This is an optimization exercise on Yosys and OpenROAD, whose aim is a short achievable clock period and few clock cycles, not a production implementation.
At most, simulation tests tie the RTL to the original design; equivalence was not proved.
No activity file was given, so power comes from the tool's default toggle rates.

before:
==> flow/design.v <==
module mips #(parameter WIDTH = 32, REGBITS = 5)
             (input              clk,
              input              rst,
              output [WIDTH-1:0] pc,
              input  [WIDTH-1:0] instr,
              output [WIDTH-1:0] aluout,
              output [WIDTH-1:0] writedata,
              output             memwrite,
              input  [WIDTH-1:0] readdata);
    localparam OP_RTYPE = 6'b000000;
    localparam OP_LB    = 6'b100000;
    localparam OP_SB    = 6'b101000;
    localparam OP_LW    = 6'b100011;
    localparam OP_SW    = 6'b101011;
    localparam OP_BEQ   = 6'b000100;
    localparam OP_ADDI  = 6'b001000;
    localparam OP_J     = 6'b000010;
    localparam FUNCT_ADD = 6'b100000;
    localparam FUNCT_SUB = 6'b100010;
    localparam FUNCT_AND = 6'b100100;
    localparam FUNCT_OR  = 6'b100101;
    localparam FUNCT_SLT = 6'b101010;
    reg  [31:0] pc_f;
    reg  [31:0] ir_d, pc4_d;
    reg         v_d, pt_d, bh_d;
    reg  [1:0]  bc_d;
    reg         bv   [0:15];
    reg  [5:0]  btag [0:15];
    reg  [9:0]  btgt [0:15];
    reg  [1:0]  bctr [0:15];
    reg  [31:0] pc4_e;
    reg         isbeq_e, se_e, pt_e, bh_e;
    reg  [1:0]  bc_e;
    reg         u_v, u_act, u_bh, u_ok;
    reg  [1:0]  u_bc;
    reg  [3:0]  u_i;
    reg  [5:0]  u_tag;
    reg  [9:0]  u_tgt;
    reg  [31:0] a_e, b_e, s_e, tgt_e;
    reg         rw_e, ld_e, st_e, beq_e;
    reg         add_e, sub_e, and_e, or_e, slt_e;
    reg  [4:0]  dst_e;
    reg  [3:0]  fa_m, fb_m;
    reg         fs_m, fs_rd;
    reg         fqa_e, fqb_e;
    reg  [31:0] res_m, wd_m;
    reg         mw_m, rw_m, ld_m;
    reg  [4:0]  dst_m;
    reg  [31:0] val_w;
    reg         rw_w;
    reg  [4:0]  dst_w;
    reg         rst_r;
    reg  [31:0] rf [1:31];
    wire [5:0]  op_d    = ir_d[31:26];
    wire [4:0]  rs_d    = ir_d[25:21];
    wire [4:0]  rt_d    = ir_d[20:16];
    wire [4:0]  rd_d    = ir_d[15:11];
    wire [5:0]  fn_d    = ir_d[5:0];
    wire [31:0] simm_d  = {{16{ir_d[15]}}, ir_d[15:0]};
    wire is_r_d    = (op_d == OP_RTYPE);
    wire is_addi_d = (op_d == OP_ADDI);
    wire is_ld_d   = (op_d == OP_LW) | (op_d == OP_LB);
    wire is_st_d   = (op_d == OP_SW) | (op_d == OP_SB);
    wire is_beq_d  = (op_d == OP_BEQ);
    wire rseqrt_d  = (rs_d == rt_d);
    wire use_rs_d  = is_r_d | is_addi_d | is_ld_d | is_st_d | (is_beq_d & !rseqrt_d);
    wire use_rt_d  = is_r_d | (is_beq_d & !rseqrt_d);    
    wire use_st_d  = is_st_d;                            
    wire alusrc_d  = is_addi_d | is_ld_d | is_st_d;
    wire [4:0] dst_d = is_r_d ? rd_d : rt_d;
    wire rw_d = v_d & (is_r_d | is_addi_d | is_ld_d) & (dst_d != 5'd0);
    wire f_add_d = is_r_d & (fn_d == FUNCT_ADD);
    wire f_sub_d = is_r_d & (fn_d == FUNCT_SUB);
    wire f_and_d = is_r_d & (fn_d == FUNCT_AND);
    wire f_or_d  = is_r_d & (fn_d == FUNCT_OR);
    wire f_slt_d = is_r_d & (fn_d == FUNCT_SLT);
    wire rs_nz = (rs_d != 5'd0);
    wire rt_nz = (rt_d != 5'd0);
    wire rs_he = rs_nz & rw_e & (dst_e == rs_d);
    wire rs_hm = rs_nz & rw_m & (dst_m == rs_d);
    wire rs_hw = rs_nz & rw_w & (dst_w == rs_d);
    wire rt_he = rt_nz & rw_e & (dst_e == rt_d);
    wire rt_hm = rt_nz & rw_m & (dst_m == rt_d);
    wire rt_hw = rt_nz & rw_w & (dst_w == rt_d);
    wire stall = v_d & ld_e & ((use_rs_d & rs_he) | (use_rt_d & rt_he));
    wire [31:0] rf_rs = rs_nz ? rf[rs_d] : 32'd0;
    wire [31:0] rf_rt = rt_nz ? rf[rt_d] : 32'd0;
    wire [31:0] rsv_d = rs_hm ? res_m : rs_hw ? val_w : rf_rs;
    wire [31:0] rtv_d = rt_hm ? res_m : rt_hw ? val_w : rf_rt;
    wire        rd_a  = rs_hm & ld_m;
    wire        rd_b  = rt_hm & ld_m;
    wire [31:0] an_d  = rd_a ? readdata : rsv_d;
    wire [31:0] bn_d  = rd_b ? readdata : rtv_d;
    wire [31:0] tgt_d = pc4_d + {simm_d[29:0], 2'b00};
    wire redir_d = v_d & is_beq_d & rseqrt_d & !pt_d;
    wire [31:0] opa, opb;
    genvar g;
    generate
        for (g = 0; g < 4; g = g + 1) begin : fwd
            assign opa[8*g+7:8*g] = fa_m[g] ? res_m[8*g+7:8*g] : a_e[8*g+7:8*g];
            assign opb[8*g+7:8*g] = fb_m[g] ? res_m[8*g+7:8*g] : b_e[8*g+7:8*g];
        end
    endgenerate
    wire [31:0] ops = fs_m ? res_m : s_e;
    wire        dosub = sub_e | slt_e;
    wire [32:0] sum   = {1'b0, opa} + {1'b0, opb ^ {32{dosub}}} + {32'd0, dosub};
    wire        ltu   = !sum[32];
    wire [31:0] res_e = ({32{add_e | sub_e}} & sum[31:0]) |
                        ({32{and_e}} & (opa & opb)) |
                        ({32{or_e}}  & (opa | opb)) |
                        {31'd0, slt_e & ltu};
    wire eq_e    = fqa_e ? (fqb_e | (res_m == b_e)) :
                   fqb_e ? (a_e == res_m) : (a_e == b_e);
    wire taken_e = beq_e & (eq_e != pt_e);
    wire [31:0] fix_e = pt_e ? pc4_e : tgt_e;
    wire act_e   = se_e | eq_e;
    wire [3:0] bi_e = pc4_e[5:2] - 4'd1;
    wire [31:0] pcb_e = pc4_e - 32'd4;
    wire [31:0] pc4_f  = pc_f + 32'd4;
    wire        j_f    = (instr[31:26] == OP_J);
    wire [31:0] jtgt_f = {pc4_f[31:28], instr[25:0], 2'b00};
    wire [3:0]  bi_f   = pc_f[5:2];
    wire        bh_f   = bv[bi_f] & (btag[bi_f] == pc_f[11:6]) & (pc_f[31:12] == 20'd0);
    wire [1:0]  bc_f   = bctr[bi_f];
    wire        pt_f   = bh_f & bc_f[1];
    wire [31:0] pcn_mid = redir_d ? tgt_d : pt_f ? {20'd0, btgt[bi_f], 2'b00} : pc4_f;
    wire        j_ok   = j_f & !redir_d;
    assign pc        = pc_f;
    assign aluout    = res_m;
    assign writedata = wd_m;
    assign memwrite  = mw_m;
    integer i;
    always @(posedge clk) begin
        rst_r <= rst;
        if (rst)
            pc_f <= 32'd0;
        else if (taken_e)
            pc_f <= fix_e;
        else if (stall)
            pc_f <= pc_f;
        else if (j_ok)
            pc_f <= jtgt_f;
        else
            pc_f <= pcn_mid;
        if (rst | taken_e | redir_d)
            v_d <= 1'b0;
        else if (!stall)
            v_d <= !j_f;
        if (!stall) begin
            ir_d  <= instr;
            pc4_d <= pc4_f;
            pt_d  <= pt_f;
            bh_d  <= bh_f;
            bc_d  <= bc_f;
        end
        if (rst | taken_e | stall | !v_d) begin
            rw_e  <= 1'b0;
            ld_e  <= 1'b0;
            st_e  <= 1'b0;
            beq_e <= 1'b0;
            isbeq_e <= 1'b0;
        end else begin
            isbeq_e <= is_beq_d;
            rw_e  <= rw_d;
            ld_e  <= is_ld_d;
            st_e  <= is_st_d;
            beq_e <= is_beq_d & !rseqrt_d;
        end
        add_e <= alusrc_d | f_add_d;
        sub_e <= f_sub_d;
        and_e <= f_and_d;
        or_e  <= f_or_d;
        slt_e <= f_slt_d;
        dst_e <= dst_d;
        a_e   <= an_d;
        b_e   <= alusrc_d ? simm_d : bn_d;
        s_e   <= bn_d;
        fqa_e <= rs_he & is_beq_d;
        fqb_e <= rt_he & is_beq_d;
        tgt_e <= tgt_d;
        pc4_e <= pc4_d;
        se_e  <= rseqrt_d;
        pt_e  <= pt_d;
        bh_e  <= bh_d;
        bc_e  <= bc_d;
        u_v   <= isbeq_e & !rst;
        u_act <= act_e;
        u_bh  <= bh_e;
        u_bc  <= bc_e;
        u_i   <= bi_e;
        u_tag <= pcb_e[11:6];
        u_tgt <= tgt_e[11:2];
        u_ok  <= (pcb_e[31:12] == 20'd0) & (tgt_e[31:12] == 20'd0);
        if (rst) begin
            for (i = 0; i < 16; i = i + 1)
                bv[i] <= 1'b0;
        end else if (u_v) begin
            if (u_act) begin
                if (u_bh) begin
                    if (u_bc != 2'd3)
                        bctr[u_i] <= u_bc + 2'd1;
                end else if (u_ok) begin
                    bv[u_i]   <= 1'b1;
                    btag[u_i] <= u_tag;
                    btgt[u_i] <= u_tgt;
                    bctr[u_i] <= 2'd2;
                end
            end else if (u_bh) begin
                if (u_bc != 2'd0)
                    bctr[u_i] <= u_bc - 2'd1;
            end
        end
        fa_m[0] <= rs_he;
        fa_m[1] <= rs_he & use_rs_d;
        fa_m[2] <= rs_he & v_d;
        fa_m[3] <= rs_he & (use_rs_d | !v_d);
        fb_m[0] <= rt_he & !alusrc_d;
        fb_m[1] <= rt_he & use_rt_d;
        fb_m[2] <= rt_he & !alusrc_d & v_d;
        fb_m[3] <= rt_he & !alusrc_d & (use_rt_d | !v_d);
        fs_m  <= rt_he & !ld_e;
        fs_rd <= rt_he & ld_e;
        if (rst) begin
            mw_m <= 1'b0;
            rw_m <= 1'b0;
            ld_m <= 1'b0;
        end else begin
            mw_m <= st_e;
            rw_m <= rw_e;
            ld_m <= ld_e;
        end
        dst_m <= dst_e;
        res_m <= res_e;
        wd_m  <= fs_rd ? readdata : ops;
        if (rst)
            rw_w <= 1'b0;
        else
            rw_w <= rw_m;
        dst_w <= dst_m;
        val_w <= ld_m ? readdata : res_m;
        if (rst_r) begin
            for (i = 1; i < 32; i = i + 1)
                rf[i] <= 32'd0;
        end else if (rw_w) begin
            rf[dst_w] <= val_w;
        end
    end
endmodule
Settings: LEC_CHECK=0, ABC_CLOCK_PERIOD_IN_PS=2000, CAP_MARGIN=20, CORE_MARGIN=2, CORE_UTILIZATION=40, SLEW_MARGIN=20; clock period 12.0 ns.
standard.sh (not shown) runs the stock make flow with config.mk's settings and CLKGATE_MAP_FILE= SYNTH_SCRIPT=/design/flow/synth_recipe.tcl, a recipe that flattens the netlist after the stock synthesis.
==> flow/flow/run.sh <==
#!/bin/bash
set -euo pipefail
bash standard.sh SETUP_SLACK_MARGIN=8.4 finish > run_standard.log 2>&1
before finished every stage and its layout cleared the timing, DRC and antenna checks.
Changes in after relative to before:
--- a/flow/design.v
+++ b/flow/design.v
@@ -42,7 +42,6 @@
     reg  [4:0]  dst_e;
     reg  [3:0]  fa_m, fb_m;
     reg         fs_m, fs_rd;
-    reg         fqa_e, fqb_e;
     reg  [31:0] res_m, wd_m;
     reg         mw_m, rw_m, ld_m;
     reg  [4:0]  dst_m;
@@ -89,8 +88,6 @@
     wire [31:0] rtv_d = rt_hm ? res_m : rt_hw ? val_w : rf_rt;
     wire        rd_a  = rs_hm & ld_m;
     wire        rd_b  = rt_hm & ld_m;
-    wire [31:0] an_d  = rd_a ? readdata : rsv_d;
-    wire [31:0] bn_d  = rd_b ? readdata : rtv_d;
     wire [31:0] tgt_d = pc4_d + {simm_d[29:0], 2'b00};
     wire redir_d = v_d & is_beq_d & rseqrt_d & !pt_d;
     wire [31:0] opa, opb;
@@ -109,8 +106,7 @@
                         ({32{and_e}} & (opa & opb)) |
                         ({32{or_e}}  & (opa | opb)) |
                         {31'd0, slt_e & ltu};
-    wire eq_e    = fqa_e ? (fqb_e | (res_m == b_e)) :
-                   fqb_e ? (a_e == res_m) : (a_e == b_e);
+    wire eq_e    = (opa == opb);
     wire taken_e = beq_e & (eq_e != pt_e);
     wire [31:0] fix_e = pt_e ? pc4_e : tgt_e;
     wire act_e   = se_e | eq_e;
@@ -123,8 +119,9 @@
     wire        bh_f   = bv[bi_f] & (btag[bi_f] == pc_f[11:6]) & (pc_f[31:12] == 20'd0);
     wire [1:0]  bc_f   = bctr[bi_f];
     wire        pt_f   = bh_f & bc_f[1];
-    wire [31:0] pcn_mid = redir_d ? tgt_d : pt_f ? {20'd0, btgt[bi_f], 2'b00} : pc4_f;
-    wire        j_ok   = j_f & !redir_d;
+    wire [31:0] pcn_early = taken_e ? fix_e : redir_d ? tgt_d : stall ? pc_f :
+                            pt_f ? {20'd0, btgt[bi_f], 2'b00} : pc4_f;
+    wire        j_ok   = j_f & !taken_e & !redir_d & !stall;
     assign pc        = pc_f;
     assign aluout    = res_m;
     assign writedata = wd_m;
@@ -134,14 +131,10 @@
         rst_r <= rst;
         if (rst)
             pc_f <= 32'd0;
-        else if (taken_e)
-            pc_f <= fix_e;
-        else if (stall)
-            pc_f <= pc_f;
         else if (j_ok)
             pc_f <= jtgt_f;
         else
-            pc_f <= pcn_mid;
+            pc_f <= pcn_early;
         if (rst | taken_e | redir_d)
             v_d <= 1'b0;
         else if (!stall)
@@ -172,11 +165,9 @@
         or_e  <= f_or_d;
         slt_e <= f_slt_d;
         dst_e <= dst_d;
-        a_e   <= an_d;
-        b_e   <= alusrc_d ? simm_d : bn_d;
-        s_e   <= bn_d;
-        fqa_e <= rs_he & is_beq_d;
-        fqb_e <= rt_he & is_beq_d;
+        a_e   <= rd_a ? readdata : rsv_d;
+        b_e   <= alusrc_d ? simm_d : rd_b ? readdata : rtv_d;
+        s_e   <= rd_b ? readdata : rtv_d;
         tgt_e <= tgt_d;
         pc4_e <= pc4_d;
         se_e  <= rseqrt_d;
Notes after the runs:
- Looking at before and after, the placed instance area is a wash.
- The end-of-flow core utilization in after was higher than what before gave.
- before -> after: reported sequential group power decreased slightly
- Compared with before, after shows a number of cells in the design after placement that is 86 lower.
- Row number of global-route vias before repair: after lower / before higher
- before leaves less setup margin than after.
- For the setup clock skew after layout, after came in 0.0036 ns lower than before did.
- Diff before -> after | sum of buffers and inverters on the critical path | increase of 1
- [compare] base=before new=after: synthesized instance count went down 106, layout overhead on the synthesized area went up 0.86 points.
- after vs. before: sequential share of layout area went down 0.26 points; wire length went down about 1.2%.
No functional check of the RTL was part of any run of this note.

v6:
mips, a different RTL version from the one above (not shown whole).
Size: about 6000 cells after synthesis, ~1800 flip-flops, ~87000 µm² of cells after synthesis.
export LEC_CHECK = 0
export ABC_CLOCK_PERIOD_IN_PS = 1000
export CAP_MARGIN = 20
export CORE_MARGIN = 2
export CORE_UTILIZATION = 45
export SLEW_MARGIN = 20
create_clock -name core_clock -period 12.0 [get_ports {clk}]
==> flow/flow/run.sh <==
#!/bin/bash
set -euo pipefail
bash standard.sh SETUP_SLACK_MARGIN=8.5 \
  "CTS_ARGS=-sink_clustering_enable -repair_clock_nets -sink_clustering_size 25 -sink_clustering_max_diameter 100" \
  finish > run_standard.log 2>&1
Here is what was changed in the inputs of v7 compared with v6.
-- flow/design.v --
<<< v6, line 43
    reg         fs_rd;
    reg  [31:0] res_m, wd_m;
    reg         mw_m, rw_m, ld_m;
    reg  [4:0]  dst_m;
>>> v7, line 43
    reg         fs_rd;
    reg  [31:0] res_m, wd_m;
    reg  [31:0] ao_m;           
    reg         mw_m, rw_m, ld_m;
    reg  [4:0]  dst_m;
<<< v6, line 117
    wire        j_ok   = j_f & !redir_d;
    assign pc        = pc_f;
    assign aluout    = res_m;
    assign writedata = wd_m;
    assign memwrite  = mw_m;
>>> v7, line 118
    wire        j_ok   = j_f & !redir_d;
    assign pc        = pc_f;
    assign aluout    = ao_m;
    assign writedata = wd_m;
    assign memwrite  = mw_m;
<<< v6, line 183
            for (i = 0; i < 16; i = i + 1)
                bv[i] <= 1'b0;
        end else if (u_v) begin
            if (u_act) begin
                if (u_bh) begin
>>> v7, line 184
            for (i = 0; i < 16; i = i + 1)
                bv[i] <= 1'b0;
        end else if (u_v & u_act & !u_bh & u_ok) begin
            bv[u_i] <= 1'b1;
        end
        if (u_v) begin
            if (u_act) begin
                if (u_bh) begin
<<< v6, line 189
                        bctr[u_i] <= u_bc + 2'd1;
                end else if (u_ok) begin
                    bv[u_i]   <= 1'b1;
                    btag[u_i] <= u_tag;
                    btgt[u_i] <= u_tgt;
>>> v7, line 193
                        bctr[u_i] <= u_bc + 2'd1;
                end else if (u_ok) begin
                    btag[u_i] <= u_tag;
                    btgt[u_i] <= u_tgt;
<<< v6, line 211
        dst_m <= dst_e;
        res_m <= res_e;
        wd_m  <= fs_rd ? readdata : s_e;
        if (rst)
>>> v7, line 214
        dst_m <= dst_e;
        res_m <= res_e;
        ao_m  <= (rw_e | ld_e | st_e) ? res_e : 32'd0;
        wd_m  <= fs_rd ? readdata : s_e;
        if (rst)
### Flow results
- The global-route wire length before repair on v6 is in line with that on v7.
- Summary of v7 over v6: latest clock arrival within the worst-skew pair ~0 delta; global-route usage barely changed; inverter count of the layout excluding clock inverters has increased; compound-gate portion of the synthesized area went down 0.35 points; final design area excluding fillers about even.
- v6 has a lower total wire length after detailed routing than v7.
- Looking only at sequential share of layout area, and setting everything else aside, the lower value of v7 and v6 goes to v6.
- From v6 to v7 the numbers moved as follows: power drawn by the sequential cells +about 1%, setup slack +0.019 ns, non-filler instance count after layout +49, number of nets produced by synthesis +about 1.3%, fraction of layout instances using a drive strength above 1 -1.2 points.
Testbench counts of v7, summed over its fixed seeds: cycles 63,671.
No functional check of the RTL was part of v6.

-- afterwards: timing with drivers on the ports --
No port has a modelled driver above. Below, the same layouts with a new extraction and two added sets of constraints. Step 1 sets driving cells, clkbuf_16 on the clock port and buf_2 on the other inputs (assumed; they add their load-dependent delay and slew). Step 2, shift: input delay + t, output delay - t, t = (earliest + latest rising clock arrival at the registers) / 2. This alone moves slack from input paths to output paths. a / b / c = ideal / step 1 / step 2; a / b = the first two.
| run | t, ns | setup slack, ns | worst register clock-pin slew, ns |
|---|---|---|---|
| before | 0.931 | 8.072 / 8.030 / 7.654 | 0.07 / 0.07 |
| after | 0.926 | 8.204 / 8.111 / 7.507 | 0.07 / 0.07 |
| v6 | 0.857 | 8.260 / 8.164 / 7.731 | 0.11 / 0.11 |
| v7 | 0.824 | 8.279 / 8.195 / 7.791 | 0.11 / 0.11 |
After both steps setup and hold are still met in every run listed. For after, which loses most, drivers alone change the setup slack by -0.093 ns; drivers and shift together by -0.697 ns.
